Background: an optimization exercise with open tools, aiming at small area. Do not read the settings as production practice. Function was checked by simulation only, so behaviour that the tests miss may differ from the original. No activity file was given, so power comes from the tool's default toggle rates.

==> flow/design.v (excerpt) <==
module UCIE_ctl_CNTL (
	input 				i_rst_n,
	input 				i_fdi_lclk,
	input 		[3:0] 	i_fdi_lp_state_req,
	input 				i_fdi_lp_rx_active_sts,
	input				i_fdi_lp_linkerror,
	input 		[3:0] 	i_rdi_pl_state_sts,
	input 				i_rdi_pl_inband_pres,
	input 		[2:0] 	i_rdi_pl_speedmode,
	input 		[2:0] 	i_rdi_pl_lnk_cfg,
	input 				i_rdi_pl_phyinrecenter,
	input 				i_rdi_pl_error,
	input 				i_rdi_pl_cerror,
	input 				i_rdi_pl_nferror,
	input 				i_rdi_pl_trainerror,
	input  			 	i_csr_UCIe_Link_Control_Retrain,
	input 		[31:0] 	i_csr_ADVCAP,
	input 				i_tx_overflow,
	input 				i_rx_overflow,
	input 				i_sb_busy_flag,
	input 				i_sb_pl_valid,
	input 		[4:0] 	i_sb_pl_decode,
	input 		[31:0] 	i_sb_pl_adv_cap_val,
	input 				i_sb_src_error,
	input 				i_sb_dst_error,
	input 				i_sb_opcode_error,
	input 				i_sb_unsupported_message,
	input 				i_sb_parity_error,
	output reg 	[3:0] 	o_fdi_pl_state_sts,
	output reg 			o_fdi_pl_inband_pres,
	output 	 			o_fdi_pl_rx_active_req,
	output 	 	[2:0] 	o_fdi_pl_protocol,
	output 	 	[3:0] 	o_fdi_pl_protocol_flitfmt,
	output 	 			o_fdi_pl_protocol_vld,
	output 	 	[2:0]	o_fdi_pl_speedmode,
	output 	 	[2:0]	o_fdi_pl_lnk_cfg,
	output 				o_fdi_pl_error,
	output 				o_fdi_pl_cerror,
	output 				o_fdi_pl_nferror,
	output 				o_fdi_pl_phyinrecenter,
	output 				o_fdi_pl_trainerror,
	output reg 	[3:0] 	o_rdi_lp_state_req,
	output 	 			o_rdi_lp_linkerror,
	output reg 	[4:0]	o_sb_lp_decode,
	output 	 			o_sb_lp_valid,
	output 	 	[31:0]	o_sb_lp_adv_cap_val,
	output reg			o_csr_wr,
	output reg [7:0]	o_csr_addr,
	output reg [31:0] 	o_csr_wdata
);
	localparam [4:0] GR   = 5'b00000;	 
	localparam [4:0] RST  = 5'b00001;	 
	localparam [4:0] REQ  = 5'b00011;	 
	localparam [4:0] SEE  = 5'b00010;	 
	localparam [4:0] NF   = 5'b00110;	 
	localparam [4:0] ND   = 5'b00111;	 
	localparam [4:0] SSAR = 5'b00101;	 
	localparam [4:0] SARR = 5'b00100;	 
	localparam [4:0] WRX  = 5'b01100;	 
	localparam [4:0] ORX  = 5'b01101;	 
	localparam [4:0] SSAP = 5'b01111;	 
	localparam [4:0] ACT  = 5'b01110;	 
	localparam [4:0] PRR  = 5'b01010;	 
	localparam [4:0] RTR  = 5'b01011;	 
	localparam [4:0] PLE  = 5'b01001;	 
	localparam [4:0] LE   = 5'b01000;	 
	localparam [4:0] SLQ  = 5'b11000;	 
	localparam [4:0] SLP  = 5'b11001;	 
	localparam [4:0] PLR  = 5'b11011;	 
	localparam [4:0] LR   = 5'b11010;	 
	localparam [4:0] PAR  = 5'b11110;	 
  ...
==> flow/config.mk <==
export PLATFORM = sky130hd
export DESIGN_NAME = UCIE_ctl_CNTL
export DESIGN_NICKNAME = UCIE_ctl_CNTL
export VERILOG_FILES = /design/flow/design.v
export SDC_FILE = /design/flow/constraint.sdc
export NUM_CORES = 4
export LEC_CHECK = 0
export ABC_AREA = 1
export CAP_MARGIN = 0
export CORE_MARGIN = 2
export CORE_UTILIZATION = 65
export SLEW_MARGIN = 0
==> flow/constraint.sdc <==
create_clock -name core_clock -period 6.0 [get_ports {i_fdi_lclk}]
set_input_delay 1.2000 -clock core_clock [delete_from_list [all_inputs] [get_ports {i_fdi_lclk}]]
set_output_delay 1.2000 -clock core_clock [all_outputs]
set_load 0.01 [all_outputs]
standard.sh (not shown) runs the stock make flow with config.mk's settings and CLKGATE_MAP_FILE= SYNTH_SCRIPT=/design/flow/synth_recipe.tcl, a recipe that flattens the netlist after the stock synthesis.
==> flow/flow/run.sh <==
#!/bin/bash
# Layout flow: the standard synthesis; then the combinational logic between
# the (unchanged) registers is re-mapped by ABC with a few area-oriented
# scripts run side by side, keeping the smallest result; then the standard
# layout from floorplan on, with buf_1 port buffers, one tie cell per constant
# (no tie fanout split) and a clkbuf_8 clock tree without dummy loads.
set -euo pipefail
HERE=$(pwd)
RES=$HERE/orfs/results/sky130hd/UCIE_ctl_CNTL/base
LIB=$FLOW_HOME/platforms/sky130hd/lib/sky130_fd_sc_hd__tt_025C_1v80.lib
KNOBS=("BUFFER_PORTS_ARGS=-buffer_cell sky130_fd_sc_hd__buf_1"
       "SKIP_REPAIR_TIE_FANOUT=1"
       "CTS_ARGS=-sink_clustering_enable -repair_clock_nets -buf_list sky130_fd_sc_hd__clkbuf_16 -sink_buffer_max_cap_derate 1.0 -dont_use_dummy_load")

# 1. standard synthesis
bash standard.sh synth "${KNOBS[@]}" > standard_synth.log 2>&1
cp $RES/1_2_yosys.v std_1_2_yosys.v

# 2. re-map the combinational logic; registers and tie cells are kept as they are
DONT_USE=$(sed -n '/^export DONT_USE_CELLS/,/^$/p' $FLOW_HOME/platforms/sky130hd/config.mk \
           | grep -o 'sky130_fd_sc_hd__[a-z0-9_]*' | sed 's/^/-dont_use /' | tr '\n' ' ')
FF=$(grep -o 'sky130_fd_sc_hd__[a-z0-9_]*' std_1_2_yosys.v | sort -u | grep -E '__(df|edf|sdf|dl|conb)' | tr '\n' ' ')
best=""; best_area=""
# each script is run twice: re-mapping everything, and keeping the standard
# synthesis's XOR/XNOR cells as they are
XOR=$(grep -o 'sky130_fd_sc_hd__x[a-z0-9_]*' std_1_2_yosys.v | sort -u | tr '\n' ' ')
for s in $HERE/flow/area*.abc; do
 for keep in all x; do
  n=$(basename $s .abc)_$keep
  KEEP="$FF"; [[ $keep == x ]] && KEEP="$FF $XOR"
  cat > resyn_$n.ys <<EOT
read_liberty -ignore_miss_func $LIB
blackbox $KEEP
read_verilog std_1_2_yosys.v
hierarchy -top $FLOW_TOP
flatten
opt -purge
abc -liberty $LIB $DONT_USE -script $s
opt_clean -purge
setundef -zero
splitnets
opt_clean -purge
hilomap -singleton -hicell sky130_fd_sc_hd__conb_1 HI -locell sky130_fd_sc_hd__conb_1 LO
insbuf -buf sky130_fd_sc_hd__buf_1 A X
opt_clean -purge
tee -o resyn_$n.stat stat -liberty $LIB
write_verilog -noattr -nohex -nodec resyn_$n.v
EOT
  yosys -s resyn_$n.ys > resyn_$n.log 2>&1 &
 done
done
wait
for s in $HERE/flow/area*.abc; do
 for keep in all x; do
  n=$(basename $s .abc)_$keep
  a=$(grep -o "Chip area for module .*: [0-9.]*" resyn_$n.stat | awk '{print $NF}' || true)
  echo "$n $a" >> resyn_areas.txt
  if [[ -n "$a" ]] && { [[ -z "$best" ]] || awk -v a="$a" -v b="$best_area" 'BEGIN{exit !(a<b)}'; }; then
    best=$n; best_area=$a
  fi
 done
done
echo "chosen $best $best_area" >> resyn_areas.txt
cp resyn_$best.v resyn_1_2_yosys.v
cp resyn_1_2_yosys.v $RES/1_2_yosys.v
rm -f $RES/1_synth.odb $RES/1_synth.sdc

# 3. rest of the standard flow
bash standard.sh finish "${KNOBS[@]}" > standard_flow.log 2>&1
Other scripts of this flow, unchanged in this note and not shown: flow/flow/area1.abc, flow/flow/area2.abc, flow/flow/area4.abc
The first run passed the timing, design-rule and antenna checks.
Then changed:
--- a/flow/flow/run.sh
+++ b/flow/flow/run.sh
@@ -12,3 +12,3 @@
        "SKIP_REPAIR_TIE_FANOUT=1"
-       "CTS_ARGS=-sink_clustering_enable -repair_clock_nets -buf_list sky130_fd_sc_hd__clkbuf_16 -sink_buffer_max_cap_derate 1.0 -dont_use_dummy_load")
+       "CTS_ARGS=-sink_clustering_enable -repair_clock_nets -buf_list sky130_fd_sc_hd__clkbuf_8 -dont_use_dummy_load")
 
--- a/flow/config.mk
+++ b/flow/config.mk
@@ -11,2 +11,3 @@
 export CORE_UTILIZATION = 65
+export GPL_TIMING_DRIVEN = 0
 export SLEW_MARGIN = 0
Effect: Global-route usage decreases by 4.6 points; clock-buffer cell count is unchanged; hold slack stays flat.
Then changed:
--- a/flow/config.mk
+++ b/flow/config.mk
@@ -10,4 +10,3 @@
 export CORE_MARGIN = 2
-export CORE_UTILIZATION = 65
-export GPL_TIMING_DRIVEN = 0
+export CORE_UTILIZATION = 80
 export SLEW_MARGIN = 0
After rerunning: With this change the flow did not get past 3_3_place_gp (GPL-0301). Synthesized area does not change. Synthesized cell count stays the same.
Then changed:
--- a/flow/flow/run.sh
+++ b/flow/flow/run.sh
@@ -48,6 +48,6 @@
 EOT
-  yosys -s resyn_$n.ys > resyn_$n.log 2>&1 &
  done
 done
-wait
+# run the scripts NUM_CORES at a time
+ls resyn_area*.ys | xargs -P ${NUM_CORES:-4} -I{} sh -c 'yosys -s {} > $(basename {} .ys).log 2>&1' || true
 for s in $HERE/flow/area*.abc; do
==> flow/flow/area3.abc (new file) <==
strash
&get -n
&deepsyn -T 30 -S 3
&put
dch -f
amap
==> flow/flow/area5.abc (new file) <==
strash
&get -n
&deepsyn -T 30 -S 7
&put
dch -f
amap
strash
dch -f
amap
--- a/flow/config.mk
+++ b/flow/config.mk
@@ -10,3 +10,3 @@
 export CORE_MARGIN = 2
-export CORE_UTILIZATION = 80
+export CORE_UTILIZATION = 65
 export SLEW_MARGIN = 0
With this change the flow completed without violations.
Synthesized cell count came out lower by 0.92%.
Area after synthesis stays flat.

---

Setup of build 65:
Another version of the RTL of UCIE_ctl_CNTL (not shown whole).
Size in the first run: about 730 cells after synthesis, roughly 210 I/O pins, about 5100 um^2 of cells after synthesis.
clock: 6.0 ns
lec_check: 0
abc_area: 1
cap_margin: 0
core_margin: 2
core_utilization: 40
slew_margin: 0
==> flow/flow/run.sh <==
#!/bin/bash
# Layout flow: the standard synthesis, then the combinational logic between
# the (unchanged) registers is re-mapped by ABC with an area-oriented script,
# then the standard layout from floorplan on, with buf_1 port buffers and
# a clkbuf_8 clock tree without dummy loads.
set -euo pipefail
HERE=$(pwd)
RES=$HERE/orfs/results/sky130hd/UCIE_ctl_CNTL/base
LIB=$FLOW_HOME/platforms/sky130hd/lib/sky130_fd_sc_hd__tt_025C_1v80.lib
KNOBS=("BUFFER_PORTS_ARGS=-buffer_cell sky130_fd_sc_hd__buf_1"
       "CTS_ARGS=-sink_clustering_enable -repair_clock_nets -buf_list sky130_fd_sc_hd__clkbuf_8 -dont_use_dummy_load")

# 1. standard synthesis
bash standard.sh synth "${KNOBS[@]}" > standard_synth.log 2>&1
cp $RES/1_2_yosys.v std_1_2_yosys.v

# 2. re-map the combinational logic; registers and tie cells are kept as they are
DONT_USE=$(sed -n '/^export DONT_USE_CELLS/,/^$/p' $FLOW_HOME/platforms/sky130hd/config.mk \
           | grep -o 'sky130_fd_sc_hd__[a-z0-9_]*' | sed 's/^/-dont_use /' | tr '\n' ' ')
FF=$(grep -o 'sky130_fd_sc_hd__[a-z0-9_]*' std_1_2_yosys.v | sort -u | grep -E '__(df|edf|sdf|dl|conb)' | tr '\n' ' ')
cat > resyn.ys <<EOT
read_liberty -ignore_miss_func $LIB
blackbox $FF
read_verilog std_1_2_yosys.v
hierarchy -top $FLOW_TOP
flatten
opt -purge
abc -liberty $LIB $DONT_USE -script $HERE/flow/area.abc
opt_clean -purge
setundef -zero
splitnets
opt_clean -purge
hilomap -singleton -hicell sky130_fd_sc_hd__conb_1 HI -locell sky130_fd_sc_hd__conb_1 LO
insbuf -buf sky130_fd_sc_hd__buf_1 A X
opt_clean -purge
stat -liberty $LIB
write_verilog -noattr -nohex -nodec resyn_1_2_yosys.v
EOT
yosys -s resyn.ys > resyn_yosys.log 2>&1
cp resyn_1_2_yosys.v $RES/1_2_yosys.v
rm -f $RES/1_synth.odb $RES/1_synth.sdc

# 3. rest of the standard flow
bash standard.sh finish "${KNOBS[@]}" > standard_flow.log 2>&1
==> flow/flow/area.abc <==
strash
&get -n
&deepsyn -T 30
&put
dch -f
amap
Looking at the reports, build 65 completed the entire flow and the layout it produced met the timing, design-rule and antenna checks.
Relative to build 65, the following input files were edited for build 62:
- SLEW_MARGIN now 20, was 0
- CAP_MARGIN now 20, was 0
- ABC_AREA no longer set, was 1
==> flow/flow/run.sh <==
#!/bin/bash
set -euo pipefail
bash standard.sh finish \
  "BUFFER_PORTS_ARGS=-buffer_cell sky130_fd_sc_hd__buf_1" \
  "CTS_ARGS=-sink_clustering_enable -repair_clock_nets -buf_list sky130_fd_sc_hd__clkbuf_8 -dont_use_dummy_load" \
  > standard_flow.log 2>&1
removed: flow/flow/area.abc
## What came out
- Build 62 ran to completion and came out clean on the timing, design-rule and antenna checks.
- Taking build 65 as the reference, in build 62 total met3 wirelength after detailed routing picked up an extra 210 um; wire length on met2 up 1800 um; worst setup timing slack at the placement stage has increased; total power now larger.
- The lower placeable core area came out of build 65.
- Lower register-to-register slack among build 65 and build 62: build 65
- Build 62 vs build 65: length in cells of the worst reg-to-reg path down in build 62
- Compared with build 65, in build 62 area fraction of clock buffers and clock inverters decreased 0.28 points, total instance count after detailed placement has increased, total of endpoints with negative setup slack in the final report neither gained nor lost much.
### build 62 -> build 43
==> flow/flow/run.sh <==
#!/bin/bash
# Layout flow: the standard synthesis, then the combinational logic between
# the (unchanged) registers is re-mapped by ABC with an area-oriented script,
# then the standard layout from floorplan on, with buf_1 port buffers and
# a clkbuf_8 clock tree without dummy loads.
set -euo pipefail
HERE=$(pwd)
RES=$HERE/orfs/results/sky130hd/UCIE_ctl_CNTL/base
LIB=$FLOW_HOME/platforms/sky130hd/lib/sky130_fd_sc_hd__tt_025C_1v80.lib
KNOBS=("BUFFER_PORTS_ARGS=-buffer_cell sky130_fd_sc_hd__buf_1"
       "CTS_ARGS=-sink_clustering_enable -repair_clock_nets -buf_list sky130_fd_sc_hd__clkbuf_8 -dont_use_dummy_load")

# 1. standard synthesis
bash standard.sh synth "${KNOBS[@]}" > standard_synth.log 2>&1
cp $RES/1_2_yosys.v std_1_2_yosys.v

# 2. re-map the combinational logic; registers and tie cells are kept as they are
DONT_USE=$(sed -n '/^export DONT_USE_CELLS/,/^$/p' $FLOW_HOME/platforms/sky130hd/config.mk \
           | grep -o 'sky130_fd_sc_hd__[a-z0-9_]*' | sed 's/^/-dont_use /' | tr '\n' ' ')
FF=$(grep -o 'sky130_fd_sc_hd__[a-z0-9_]*' std_1_2_yosys.v | sort -u | grep -E '__(df|edf|sdf|dl|conb)' | tr '\n' ' ')
cat > resyn.ys <<EOT
read_liberty -ignore_miss_func $LIB
blackbox $FF
read_verilog std_1_2_yosys.v
hierarchy -top $FLOW_TOP
flatten
opt -purge
abc -liberty $LIB $DONT_USE -script $HERE/flow/area.abc
opt_clean -purge
setundef -zero
splitnets
opt_clean -purge
hilomap -singleton -hicell sky130_fd_sc_hd__conb_1 HI -locell sky130_fd_sc_hd__conb_1 LO
insbuf -buf sky130_fd_sc_hd__buf_1 A X
opt_clean -purge
stat -liberty $LIB
write_verilog -noattr -nohex -nodec resyn_1_2_yosys.v
EOT
yosys -s resyn.ys > resyn_yosys.log 2>&1
cp resyn_1_2_yosys.v $RES/1_2_yosys.v
rm -f $RES/1_synth.odb $RES/1_synth.sdc

# 3. rest of the standard flow
bash standard.sh finish "${KNOBS[@]}" > standard_flow.log 2>&1
==> flow/flow/area.abc (new file) <==
strash
ifraig
dc2
dch -f
amap
topo
## What came out
Buffer and inverter count on the worst path (lower): build 62. Summary of build 43 over build 62: fraction of power consumed by sequential logic has decreased, sequential share of layout area now larger, number of clock buffers in the layout ~0 delta. Summary of build 43 over build 62: final critical path time including I/O delays and setup moved up; number of combinational gates with multiple inputs moved down; layout overhead on the synthesized area moved up. Build 43 against build 62: switching power increased by about 7% relative to the old numbers, number of global-route vias before repair increased by 231 relative to the old numbers, cell count after placement increased by 18 relative to the old numbers, normalized max-slew margin decreased by 4.1 points relative to the old numbers.
What build 10 does differently from build 43 at the input level:
- CAP_MARGIN: 20 -> 0
- SLEW_MARGIN: 20 -> 0
- ABC_AREA: unset -> 1
--- a/flow/flow/run.sh
+++ b/flow/flow/run.sh
@@ -10,3 +10,3 @@
 KNOBS=("BUFFER_PORTS_ARGS=-buffer_cell sky130_fd_sc_hd__buf_1"
-       "CTS_ARGS=-sink_clustering_enable -repair_clock_nets -buf_list sky130_fd_sc_hd__clkbuf_8 -dont_use_dummy_load")
+       "CTS_ARGS=-sink_clustering_enable -repair_clock_nets -buf_list sky130_fd_sc_hd__clkbuf_8 -dont_use_dummy_load -sink_clustering_size 22")
 
==> flow/flow/area.abc <==
strash
&get -n
&deepsyn -T 30
&put
dch -f
amap
==> results.txt <==
A endpoint of the most critical setup path of o_fdi_pl_protocol[2] is what build 10 shows, while o_fdi_pl_protocol[1] belongs to build 43. Taking build 43 as the reference, in build 10 multi-input combinational cell count dropped 15%, end-of-flow core utilization shows a reduction of 0.68 points. Diff build 43 -> build 10: layout filler cell count moved down, critical path depth moved down, global-route usage moved down. Build 10 ends up with a sequential share of layout area that is 2.3 points higher than in build 43. | delay contributed by the slowest stage of the critical path | lower: build 43 |. Power consumption of build 10 falls short of that of build 43 by more than 10%. Of the two values seen for critical path startpoint, cs[4]$_DFFE_PN0P_ was produced by build 10 and cs[1]$_DFFE_PN0P_ by build 43.
The inputs of build 52 differ from those of build 10 as listed below.
- changing CAP_MARGIN from 0 to 20
- changing SLEW_MARGIN from 0 to 20
==> flow/flow/run.sh <==
#!/bin/bash
set -euo pipefail
bash standard.sh finish \
  "BUFFER_PORTS_ARGS=-buffer_cell sky130_fd_sc_hd__buf_1" \
  "CTS_ARGS=-sink_clustering_enable -repair_clock_nets -buf_list sky130_fd_sc_hd__clkbuf_8 -dont_use_dummy_load" \
  > standard_flow.log 2>&1
removed: flow/flow/area.abc
Results
- In the flow results for build 52 and build 10, the cell area power density is smaller on build 52.
- Looking at sequential power, build 52 sits about 2.8% lower than build 10 does.
- [build 52 vs build 10] average footprint of a synthesized cell: lower in build 52
- Build 52: full flow OK, the timing, design-rule and antenna checks passed
- Hold slack was higher in build 52 than in build 10.
- Between build 52 and build 10, global-route usage is higher for build 10, build 52 comes in under that.
- Compared with build 10, build 52 ends up with more cell area.
- Side by side, area added between synthesis and finish turned out lower in build 52 than in build 10.
- When build 52 is measured against build 10, its switching power share of the total turns out 0.20 points higher.
- Between build 52 and build 10, the wire length on met3 is higher for build 52.
- Build 52 vs build 10: standard cell core area up
- Build 52 vs build 10 — sum of internal, switching and leakage power dropped 4.1%.
Changes in build 48 relative to build 52:
- CAP_MARGIN: 20 -> 0
- SLEW_MARGIN: 20 -> 0
==> flow/flow/run.sh <==
#!/bin/bash
# Layout flow: the standard synthesis, then the combinational logic between
# the (unchanged) registers is re-mapped by ABC with an area-oriented script,
# then the standard layout from floorplan on, with buf_1 port buffers and
# a clkbuf_8 clock tree without dummy loads.
set -euo pipefail
HERE=$(pwd)
RES=$HERE/orfs/results/sky130hd/UCIE_ctl_CNTL/base
LIB=$FLOW_HOME/platforms/sky130hd/lib/sky130_fd_sc_hd__tt_025C_1v80.lib
KNOBS=("BUFFER_PORTS_ARGS=-buffer_cell sky130_fd_sc_hd__buf_1"
       "SKIP_REPAIR_TIE_FANOUT=1"
       "CTS_ARGS=-sink_clustering_enable -repair_clock_nets -buf_list sky130_fd_sc_hd__clkbuf_8 -dont_use_dummy_load")

# 1. standard synthesis
bash standard.sh synth "${KNOBS[@]}" > standard_synth.log 2>&1
cp $RES/1_2_yosys.v std_1_2_yosys.v

# 2. re-map the combinational logic; registers and tie cells are kept as they are
DONT_USE=$(sed -n '/^export DONT_USE_CELLS/,/^$/p' $FLOW_HOME/platforms/sky130hd/config.mk \
           | grep -o 'sky130_fd_sc_hd__[a-z0-9_]*' | sed 's/^/-dont_use /' | tr '\n' ' ')
FF=$(grep -o 'sky130_fd_sc_hd__[a-z0-9_]*' std_1_2_yosys.v | sort -u | grep -E '__(df|edf|sdf|dl|conb)' | tr '\n' ' ')
cat > resyn.ys <<EOT
read_liberty -ignore_miss_func $LIB
blackbox $FF
read_verilog std_1_2_yosys.v
hierarchy -top $FLOW_TOP
flatten
opt -purge
abc -liberty $LIB $DONT_USE -script $HERE/flow/area.abc
opt_clean -purge
setundef -zero
splitnets
opt_clean -purge
hilomap -singleton -hicell sky130_fd_sc_hd__conb_1 HI -locell sky130_fd_sc_hd__conb_1 LO
insbuf -buf sky130_fd_sc_hd__buf_1 A X
opt_clean -purge
stat -liberty $LIB
write_verilog -noattr -nohex -nodec resyn_1_2_yosys.v
EOT
yosys -s resyn.ys > resyn_yosys.log 2>&1
cp resyn_1_2_yosys.v $RES/1_2_yosys.v
rm -f $RES/1_synth.odb $RES/1_synth.sdc

# 3. rest of the standard flow
bash standard.sh finish "${KNOBS[@]}" > standard_flow.log 2>&1
==> flow/flow/area.abc (new file) <==
strash
&get -n
&deepsyn -T 30
&put
dch -f
amap
==> comparison <==
Build 48 completed every stage of the flow, and the final layout passed the timing, design-rule and antenna checks. The more densely filled core belongs to build 48, not build 52. Achievable clock frequency ends up higher on build 52. Of build 48 and build 52, the higher power share of the combinational group belongs to build 48. Relative to build 52, met1 usage in global routing has increased by 5.2 points in build 48. Between build 48 and build 52, it is build 48 whose first-iteration DRC count is higher, by 164. Going from build 52 to build 48, the multi-input logic portion of the cell area was found to have gone down by 5.6 points. Build 52 → build 48: total routing usage reported by global routing shows an increase of 1.3 points; total power shows an increase of about 4.3%.

## what the ideal ports hide
How much do the figures lean on ideal ports? The routed layouts below were timed once more, with nothing changed but the port constraints.
Step 1 sets driving cells, clkbuf_16 on the clock port and buf_2 on the other inputs (assumed; they add their load-dependent delay and slew).
Step 2 adds t to the input delays and takes it off the output delays; t is the mean of the earliest and latest rising clock arrival at the registers after step 1. Input paths then give back, and output paths get back, about the clock's delay inside the block.
Three values: ideal ports, drivers, drivers and shift; two values: the first two.
| run | t (ns) | setup slack, ns | slew at the worst register clock pin (ns) |
|---|---|---|---|
| the first run of note 1 | 0.374 | 0.847 / 0.811 / 1.101 | 0.07 / 0.07 |
| the second run of note 1 | 0.383 | 0.313 / 0.280 / 0.662 | 0.10 / 0.10 |
| the fourth run of note 1 | 0.380 | 0.749 / 0.721 / 1.088 | 0.09 / 0.09 |
| build 65 | 0.401 | 1.140 / 1.105 / 1.159 | 0.09 / 0.09 |
| build 62 | 0.417 | 1.478 / 1.438 / 1.778 | 0.09 / 0.09 |
| build 43 | 0.408 | 0.534 / 0.499 / 0.616 | 0.10 / 0.10 |
| build 10 | 0.401 | 1.140 / 1.105 / 1.159 | 0.09 / 0.09 |
| build 52 | 0.406 | 2.003 / 1.966 / 1.966 | 0.09 / 0.09 |
| build 48 | 0.405 | 1.092 / 1.049 / 1.049 | 0.10 / 0.10 |
After both steps setup and hold are still met in every run listed. For build 48, which loses most, drivers alone change the setup slack by -0.043 ns; drivers and shift together by -0.043 ns.
